What follows belongs to an exercise in optimizing a design on an open flow for small area and a short achievable clock period; a production flow would make more cautious choices. RTL that was checked went through simulation tests only; none was proved equivalent to the original. The clock port is modelled as an ideal driver, which makes a skipped or thinned clock tree look cheaper than it is; a real chip needs a root buffer or a tree. Power is estimated from default activity; no workload was simulated.

red:
==> module bcnn_pipeline, before the edit <==
module bcnn_pipeline (
    input  wire       clk,
    input  wire       reset,
    input  wire       pixel_in,
    input  wire       valid_in,
    input  wire [8:0] weight_bits1,
    input  wire [8:0] weight_bits2,
    input  wire [3:0] threshold1,
    input  wire [3:0] threshold2,
    output reg        pixel_out,
    output reg        valid_out
);
    reg [4:0] cp, rp;
    wire      last_col = &cp;
    always @(posedge clk) begin
        if (reset) begin
            cp <= 5'd4;
            rp <= 5'd5;
        end else if (valid_in) begin
            cp <= last_col ? 5'd4 : cp + 5'd1;
            if (last_col)
                rp <= (rp == 5'd0) ? 5'd5 : rp + 5'd1;
        end
    end
    wire f_lb1 = ~&cp[4:1];                           
    wire f_pl1 = ~cp[0] & (cp[4] | cp[3]);            
    wire f_c2  = cp[0] & (cp[4] | cp[3]);             
    wire f_ra  = ~rp[0] & (rp[4] | rp[3]);            
    wire f_rb  = rp[1] & ~rp[0] & (rp[4] | (rp[3] & rp[2]));  
    wire f_l2  = f_c2 & f_ra;
    function [2:0] therm;
        input [2:0] q;
        therm = {&q, (q[0] & q[1]) | (q[0] & q[2]) | (q[1] & q[2]), |q};
    endfunction
    function [9:0] le_therm;
        input [3:0] th;
        integer j;
        for (j = 0; j < 10; j = j + 1)
            le_therm[j] = (th <= j);
    endfunction
    function [6:0] w_of;
        input [1:0] s;
        input [9:0] lth;
        integer k;
        for (k = 0; k < 7; k = k + 1)
            w_of[k] = ((s == 2'd0) & lth[k])     | ((s == 2'd1) & lth[k + 1]) |
                      ((s == 2'd2) & lth[k + 2]) | ((s == 2'd3) & lth[k + 3]);
    endfunction
    function [3:0] v_of;
        input [6:0] w;
        input [2:0] g;
        integer m;
        for (m = 0; m < 4; m = m + 1)
            v_of[m] = w[m] | (g[0] & w[m + 1]) | (g[1] & w[m + 2]) | (g[2] & w[m + 3]);
    endfunction
    function act;
        input [3:0] v;
        input [2:0] g;
        act = v[0] | (g[0] & v[1]) | (g[1] & v[2]) | (g[2] & v[3]);
    endfunction
    function [1:0] count3;
        input [2:0] q;
        count3 = {(q[0] & q[1]) | (q[0] & q[2]) | (q[1] & q[2]), ^q};
    endfunction
    reg  [51:0] lb1;                  
    wire        x1 = pixel_in;        
    wire        m1 = lb1[25];         
    wire        t1 = lb1[51];         
    wire [2:0] q10 = {~(t1 ^ weight_bits1[8]), ~(m1 ^ weight_bits1[5]), ~(x1 ^ weight_bits1[2])};
    wire [2:0] q11 = {~(t1 ^ weight_bits1[7]), ~(m1 ^ weight_bits1[4]), ~(x1 ^ weight_bits1[1])};
    wire [2:0] q12 = {~(t1 ^ weight_bits1[6]), ~(m1 ^ weight_bits1[3]), ~(x1 ^ weight_bits1[0])};
    reg  [1:0] s1;
    reg  [3:0] v1;
    reg        pr1;
    wire [3:0] v1_nx = v_of(w_of(s1, le_therm(threshold1)), therm(q11));
    wire       a1    = act(v1, therm(q12));
    always @(posedge clk) begin
        if (valid_in) begin
            if (f_lb1)
                lb1 <= {lb1[50:0], x1};
            s1   <= count3(q10);
            v1   <= v1_nx;
            pr1  <= a1 | (cp[0] & pr1);
        end
    end
    reg [11:0] pl1;                   
    reg        p1_r;                  
    wire       p1_ev = f_pl1 & f_ra;
    always @(posedge clk) begin
        if (valid_in) begin
            if (f_pl1)
                pl1 <= {pl1[10:0], pr1};
            if (p1_ev)
                p1_r <= pr1 | pl1[11];
        end
    end
    wire       l2_ev = f_l2;
    reg [23:0] lb2;                   
    wire       x2 = p1_r;
    wire       m2 = lb2[11];
    wire       t2 = lb2[23];
    wire [2:0] q20 = {~(t2 ^ weight_bits2[8]), ~(m2 ^ weight_bits2[5]), ~(x2 ^ weight_bits2[2])};
    wire [2:0] q21 = {~(t2 ^ weight_bits2[7]), ~(m2 ^ weight_bits2[4]), ~(x2 ^ weight_bits2[1])};
    wire [2:0] q22 = {~(t2 ^ weight_bits2[6]), ~(m2 ^ weight_bits2[3]), ~(x2 ^ weight_bits2[0])};
    reg  [1:0] s2;
    reg  [3:0] v2;
    wire [3:0] v2_nx = v_of(w_of(s2, le_therm(threshold2)), therm(q21));
    wire       a2    = act(v2, therm(q22));
    reg        left2;
    reg  [4:0] pl2;
    wire       pair2    = left2 | a2;
    wire       pair2_ev = l2_ev & cp[1] & cp[0] & (cp[4] | (cp[3] & cp[2]));
    wire       out_ev   = pair2_ev & f_rb;
    always @(posedge clk) begin
        if (l2_ev && valid_in) begin
            lb2 <= {lb2[22:0], x2};
            s2  <= count3(q20);
            v2  <= v2_nx;
        end
        if (l2_ev && valid_in)
            left2 <= a2;
        if (pair2_ev && valid_in)
            pl2 <= {pl2[3:0], pair2};
        pixel_out <= pair2 | pl2[4];
    end
    always @(posedge clk) begin
        if (reset)
            valid_out <= 1'b0;
        else
            valid_out <= valid_in && out_ev;
    end
endmodule
export LEC_CHECK = 0
export CAP_MARGIN = 20
export CORE_MARGIN = 2
export CORE_UTILIZATION = 40
export SETUP_SLACK_MARGIN = 2.2
export SLEW_MARGIN = 20
create_clock -name core_clock -period 4.0 [get_ports {clk}]
standard.sh (not shown) runs the stock make flow with config.mk's settings and CLKGATE_MAP_FILE= SYNTH_SCRIPT=/design/flow/synth_recipe.tcl, a recipe that flattens the netlist after the stock synthesis.
==> flow/flow/run.sh <==
#!/bin/bash
# Standard ORFS layout (the standard.sh) with two changes:
#  - ports are buffered with a small buffer cell (resizing may grow it);
#  - the clock tree is built by flow/manual_cts.tcl: the clock port drives one
#    root clkbuf, which drives a few clkbufs, each feeding a balanced group of
#    flip-flops (all sinks at the same depth).
set -euo pipefail
W=$PWD
export BUFFER_PORTS_ARGS="-buffer_cell sky130_fd_sc_hd__buf_1"
export PRE_CTS_TCL=$W/flow/manual_cts.tcl
export MCTS_CLOCK_PORT=clk
export MCTS_ROOT=sky130_fd_sc_hd__clkbuf_4
export MCTS_BUF=sky130_fd_sc_hd__clkbuf_16
export MCTS_GROUPS=5
export REMOVE_ABC_BUFFERS=1
bash standard.sh > $W/standard_flow.log 2>&1
Other scripts of this flow, unchanged in this note and not shown: flow/flow/manual_cts.tcl
The following lists how blue was set up differently from red:
--- a/flow/design.v
+++ b/flow/design.v
@@ -107,9 +107,9 @@
     reg  [3:0] v2;
     wire [3:0] v2_nx = v_of(w_of(s2, le_therm(threshold2)), therm(q21));
     wire       a2    = act(v2, therm(q22));
-    reg        left2;
+    reg        pr2;
     reg  [4:0] pl2;
-    wire       pair2    = left2 | a2;
+    reg        d_pair, d_out;
     wire       pair2_ev = l2_ev & cp[1] & cp[0] & (cp[4] | (cp[3] & cp[2]));
     wire       out_ev   = pair2_ev & f_rb;
     always @(posedge clk) begin
@@ -117,17 +117,20 @@
             lb2 <= {lb2[22:0], x2};
             s2  <= count3(q20);
             v2  <= v2_nx;
+            pr2 <= a2 | (cp[1] & pr2);
         end
-        if (l2_ev && valid_in)
-            left2 <= a2;
-        if (pair2_ev && valid_in)
-            pl2 <= {pl2[3:0], pair2};
-        pixel_out <= pair2 | pl2[4];
+        d_pair <= valid_in & pair2_ev;
+        if (d_pair)
+            pl2 <= {pl2[3:0], pr2};
+        pixel_out <= pr2 | pl2[4];
     end
     always @(posedge clk) begin
-        if (reset)
+        if (reset) begin
+            d_out     <= 1'b0;
             valid_out <= 1'b0;
-        else
-            valid_out <= valid_in && out_ev;
+        end else begin
+            d_out     <= valid_in & out_ev;
+            valid_out <= d_out;
+        end
     end
 endmodule
==> comparison <==
Worst ir drop on vdd in blue is about 4% below red.
Ratio of cells with drive above 1 in the final layout: blue lower than red
blue: wire length on met2 higher than red
Wire length of the first global-routing pass: blue > red
The standard cells in blue occupy more silicon area than those in red do.
Summary — slack of the worst reg-to-reg path, blue relative to red: higher, by 40 ps.
blue against red: relative slew slack higher, power went up by 0.044 mW, worst reg-to-reg path cell count now smaller, utilization now sits higher.
Lower mapped cell area was reported by red, not blue.
Looking only at fmax, and setting everything else aside, the lower value of red and blue goes to red.
When blue is set beside red, its final worst-path setup slack turns out to be 38 ps larger.
No functional check of the RTL was part of any run of this note. No run of this note takes its clock network from TritonCTS; it comes from the design's own scripts or RTL.

========
RTL: one of the versions met above, not the one the previous note started from.
Size in the first run: roughly 340 cells after synthesis, about 32 I/O pins.
==> flow/design.v (excerpt) <==
module bcnn_pipeline (
    input  wire       clk,
    input  wire       reset,
    input  wire       pixel_in,
    input  wire       valid_in,
    input  wire [8:0] weight_bits1,
    input  wire [8:0] weight_bits2,
    input  wire [3:0] threshold1,
    input  wire [3:0] threshold2,
    output reg        pixel_out,
    output reg        valid_out
);
==> module bcnn_pipeline, before the edit <==
module bcnn_pipeline (
    input  wire       clk,
    input  wire       reset,
    input  wire       pixel_in,
    input  wire       valid_in,
    input  wire [8:0] weight_bits1,
    input  wire [8:0] weight_bits2,
    input  wire [3:0] threshold1,
    input  wire [3:0] threshold2,
    output reg        pixel_out,
    output reg        valid_out
);
    reg [4:0] cp, rp;
    wire      last_col = &cp;
    always @(posedge clk) begin
        if (reset) begin
            cp <= 5'd4;
            rp <= 5'd5;
        end else if (valid_in) begin
            cp <= last_col ? 5'd4 : cp + 5'd1;
            if (last_col)
                rp <= (rp == 5'd0) ? 5'd5 : rp + 5'd1;
        end
    end
    wire f_lb1 = ~&cp[4:1];                           
    wire f_pl1 = ~cp[0] & (cp[4] | cp[3]);            
    wire f_c2  = cp[0] & (cp[4] | cp[3]);             
    wire f_ra  = ~rp[0] & (rp[4] | rp[3]);            
    wire f_rb  = rp[1] & ~rp[0] & (rp[4] | (rp[3] & rp[2]));  
    wire f_l2  = f_c2 & f_ra;
    function [2:0] therm;
        input [2:0] q;
        therm = {&q, (q[0] & q[1]) | (q[0] & q[2]) | (q[1] & q[2]), |q};
    endfunction
    function [9:0] le_therm;
        input [3:0] th;
        integer j;
        for (j = 0; j < 10; j = j + 1)
            le_therm[j] = (th <= j);
    endfunction
    function [6:0] w_of;
        input [1:0] s;
        input [9:0] lth;
        integer k;
        for (k = 0; k < 7; k = k + 1)
            w_of[k] = ((s == 2'd0) & lth[k])     | ((s == 2'd1) & lth[k + 1]) |
                      ((s == 2'd2) & lth[k + 2]) | ((s == 2'd3) & lth[k + 3]);
    endfunction
    function [3:0] v_of;
        input [6:0] w;
        input [2:0] g;
        integer m;
        for (m = 0; m < 4; m = m + 1)
            v_of[m] = w[m] | (g[0] & w[m + 1]) | (g[1] & w[m + 2]) | (g[2] & w[m + 3]);
    endfunction
    function act;
        input [3:0] v;
        input [2:0] g;
        act = v[0] | (g[0] & v[1]) | (g[1] & v[2]) | (g[2] & v[3]);
    endfunction
    function [1:0] count3;
        input [2:0] q;
        count3 = {(q[0] & q[1]) | (q[0] & q[2]) | (q[1] & q[2]), ^q};
    endfunction
    reg  [51:0] lb1;                  
    wire        x1 = pixel_in;        
    wire        m1 = lb1[25];         
    wire        t1 = lb1[51];         
    wire [2:0] q10 = {~(t1 ^ weight_bits1[8]), ~(m1 ^ weight_bits1[5]), ~(x1 ^ weight_bits1[2])};
    wire [2:0] q11 = {~(t1 ^ weight_bits1[7]), ~(m1 ^ weight_bits1[4]), ~(x1 ^ weight_bits1[1])};
    wire [2:0] q12 = {~(t1 ^ weight_bits1[6]), ~(m1 ^ weight_bits1[3]), ~(x1 ^ weight_bits1[0])};
    reg  [1:0] s1;
    reg  [3:0] v1;
    reg        pr1;
    wire [3:0] v1_nx = v_of(w_of(s1, le_therm(threshold1)), therm(q11));
    wire       a1    = act(v1, therm(q12));
    always @(posedge clk) begin
        if (valid_in) begin
            if (f_lb1)
                lb1 <= {lb1[50:0], x1};
            s1   <= count3(q10);
            v1   <= v1_nx;
            pr1  <= a1 | (cp[0] & pr1);
        end
    end
    reg [11:0] pl1;                   
    reg        p1_r;                  
    wire       p1_ev = f_pl1 & f_ra;
    always @(posedge clk) begin
        if (valid_in) begin
            if (f_pl1)
                pl1 <= {pl1[10:0], pr1};
            if (p1_ev)
                p1_r <= pr1 | pl1[11];
        end
    end
    wire       l2_ev = f_l2;
    reg [23:0] lb2;                   
    wire       x2 = p1_r;
    wire       m2 = lb2[11];
    wire       t2 = lb2[23];
    wire [2:0] q20 = {~(t2 ^ weight_bits2[8]), ~(m2 ^ weight_bits2[5]), ~(x2 ^ weight_bits2[2])};
    wire [2:0] q21 = {~(t2 ^ weight_bits2[7]), ~(m2 ^ weight_bits2[4]), ~(x2 ^ weight_bits2[1])};
    wire [2:0] q22 = {~(t2 ^ weight_bits2[6]), ~(m2 ^ weight_bits2[3]), ~(x2 ^ weight_bits2[0])};
    reg  [1:0] s2;
    reg  [3:0] v2;
    wire [3:0] v2_nx = v_of(w_of(s2, le_therm(threshold2)), therm(q21));
    wire       a2    = act(v2, therm(q22));
    reg        pr2;
    reg  [4:0] pl2;
    reg        d_pair, d_out;
    wire       pair2_ev = l2_ev & cp[1] & cp[0] & (cp[4] | (cp[3] & cp[2]));
    wire       out_ev   = pair2_ev & f_rb;
    always @(posedge clk) begin
        if (l2_ev && valid_in) begin
            lb2 <= {lb2[22:0], x2};
            s2  <= count3(q20);
            v2  <= v2_nx;
            pr2 <= a2 | (cp[1] & pr2);
        end
        d_pair <= valid_in & pair2_ev;
        if (d_pair)
            pl2 <= {pl2[3:0], pr2};
        pixel_out <= pr2 | pl2[4];
    end
    always @(posedge clk) begin
        if (reset) begin
            d_out     <= 1'b0;
            valid_out <= 1'b0;
        end else begin
            d_out     <= valid_in & out_ev;
            valid_out <= d_out;
        end
    end
endmodule
export LEC_CHECK = 0
export CAP_MARGIN = 20
export CORE_MARGIN = 2
export CORE_UTILIZATION = 40
export SETUP_SLACK_MARGIN = 2.2
export SLEW_MARGIN = 20
create_clock -name core_clock -period 4.0 [get_ports {clk}]
==> flow/flow/run.sh <==
#!/bin/bash
# Standard ORFS layout (the standard.sh) with two changes:
#  - ports are buffered with a small buffer cell (resizing may grow it);
#  - the clock tree is built by flow/manual_cts.tcl: the clock port drives one
#    root clkbuf, which drives a few clkbufs, each feeding a balanced group of
#    flip-flops (all sinks at the same depth).
set -euo pipefail
W=$PWD
export BUFFER_PORTS_ARGS="-buffer_cell sky130_fd_sc_hd__buf_1"
export PRE_CTS_TCL=$W/flow/manual_cts.tcl
export MCTS_CLOCK_PORT=clk
export MCTS_ROOT=sky130_fd_sc_hd__clkbuf_8
export MCTS_BUF=sky130_fd_sc_hd__clkbuf_16
export MCTS_GROUPS=6
bash standard.sh > $W/standard_flow.log 2>&1
Other scripts of this flow, unchanged in this note and not shown: flow/flow/manual_cts.tcl
Edit:
--- a/flow/design.v
+++ b/flow/design.v
@@ -70,31 +70,35 @@
     wire [2:0] q10 = {~(t1 ^ weight_bits1[8]), ~(m1 ^ weight_bits1[5]), ~(x1 ^ weight_bits1[2])};
     wire [2:0] q11 = {~(t1 ^ weight_bits1[7]), ~(m1 ^ weight_bits1[4]), ~(x1 ^ weight_bits1[1])};
     wire [2:0] q12 = {~(t1 ^ weight_bits1[6]), ~(m1 ^ weight_bits1[3]), ~(x1 ^ weight_bits1[0])};
     reg  [1:0] s1;
     reg  [3:0] v1;
-    reg        pr1;
+    reg        a1_r;                  
     wire [3:0] v1_nx = v_of(w_of(s1, le_therm(threshold1)), therm(q11));
     wire       a1    = act(v1, therm(q12));
     always @(posedge clk) begin
         if (valid_in) begin
             if (f_lb1)
                 lb1 <= {lb1[50:0], x1};
             s1   <= count3(q10);
             v1   <= v1_nx;
-            pr1  <= a1 | (cp[0] & pr1);
+            a1_r <= a1;
         end
     end
+    reg        left1;                 
     reg [11:0] pl1;                   
     reg        p1_r;                  
-    wire       p1_ev = f_pl1 & f_ra;
+    wire       pair1    = left1 | a1_r;
+    wire       pair1_ev = f_pl1;
+    wire       p1_ev    = f_pl1 & f_ra;
     always @(posedge clk) begin
         if (valid_in) begin
-            if (f_pl1)
-                pl1 <= {pl1[10:0], pr1};
+            left1 <= a1_r;
+            if (pair1_ev)
+                pl1 <= {pl1[10:0], pair1};
             if (p1_ev)
-                p1_r <= pr1 | pl1[11];
+                p1_r <= pair1 | pl1[11];
         end
     end
     wire       l2_ev = f_l2;
     reg [23:0] lb2;                   
     wire       x2 = p1_r;
@@ -105,32 +109,29 @@
     wire [2:0] q22 = {~(t2 ^ weight_bits2[6]), ~(m2 ^ weight_bits2[3]), ~(x2 ^ weight_bits2[0])};
     reg  [1:0] s2;
     reg  [3:0] v2;
     wire [3:0] v2_nx = v_of(w_of(s2, le_therm(threshold2)), therm(q21));
     wire       a2    = act(v2, therm(q22));
-    reg        pr2;
+    reg        left2;
     reg  [4:0] pl2;
-    reg        d_pair, d_out;
+    wire       pair2    = left2 | a2;
     wire       pair2_ev = l2_ev & cp[1] & cp[0] & (cp[4] | (cp[3] & cp[2]));
     wire       out_ev   = pair2_ev & f_rb;
     always @(posedge clk) begin
         if (l2_ev && valid_in) begin
             lb2 <= {lb2[22:0], x2};
             s2  <= count3(q20);
             v2  <= v2_nx;
-            pr2 <= a2 | (cp[1] & pr2);
         end
-        d_pair <= valid_in & pair2_ev;
-        if (d_pair)
-            pl2 <= {pl2[3:0], pr2};
-        pixel_out <= pr2 | pl2[4];
+        if (l2_ev && valid_in)
+            left2 <= a2;
+        if (pair2_ev && valid_in)
+            pl2 <= {pl2[3:0], pair2};
+        pixel_out <= pair2 | pl2[4];
     end
     always @(posedge clk) begin
-        if (reset) begin
-            d_out     <= 1'b0;
+        if (reset)
             valid_out <= 1'b0;
-        end else begin
-            d_out     <= valid_in & out_ev;
-            valid_out <= d_out;
-        end
+        else
+            valid_out <= valid_in && out_ev;
     end
 endmodule
Outcome:
- via count is lower by 4.7%
- sequential power is about the same
- die area went down by 1.8%
- synthesized cell count drops by about 4%
- maximum frequency rises by about 7%
- hold slack barely changes
The RTL of the first run of this note was laid out without a check of its function. No run of this note takes its clock network from TritonCTS; it comes from the design's own scripts or RTL.

-- what the ideal ports hide --
No port has a modelled driver above. Below, the same layouts with a new extraction and two added sets of constraints. Step 1 sets driving cells, clkbuf_16 on the clock port and buf_2 on the other inputs (assumed; they add their load-dependent delay and slew). Step 2, shift: input delay + t, output delay - t, t = (earliest + latest rising clock arrival at the registers) / 2. This alone moves slack from input paths to output paths. a / b / c = no drivers / after step 1 / after step 2; a / b = the first two.
run | t, ns | slack for setup (ns) | hold WS [ns] | worst setup path after step 2 | clock arrival spread, ns
red | 0.478 | 2.056 / 2.056 / 1.718 | 0.422 / 0.422 / 0.422 | input to register | 0.012 / 0.012
blue | 0.479 | 2.094 / 2.094 / 1.629 | 0.420 / 0.420 / 0.420 | input to register | 0.012 / 0.012
the first run of note 2 | 0.402 | 2.060 / 2.067 / 1.665 | 0.420 / 0.420 / 0.420 | input to register | 0.007 / 0.006
the second run of note 2 | 0.407 | 2.192 / 2.188 / 1.781 | 0.421 / 0.421 / 0.421 | input to register | 0.010 / 0.010
After both steps setup and hold are still met in every run listed. The setup slack of blue, which loses most, moves by 0.000 ns with the drivers and by -0.465 ns with both steps.
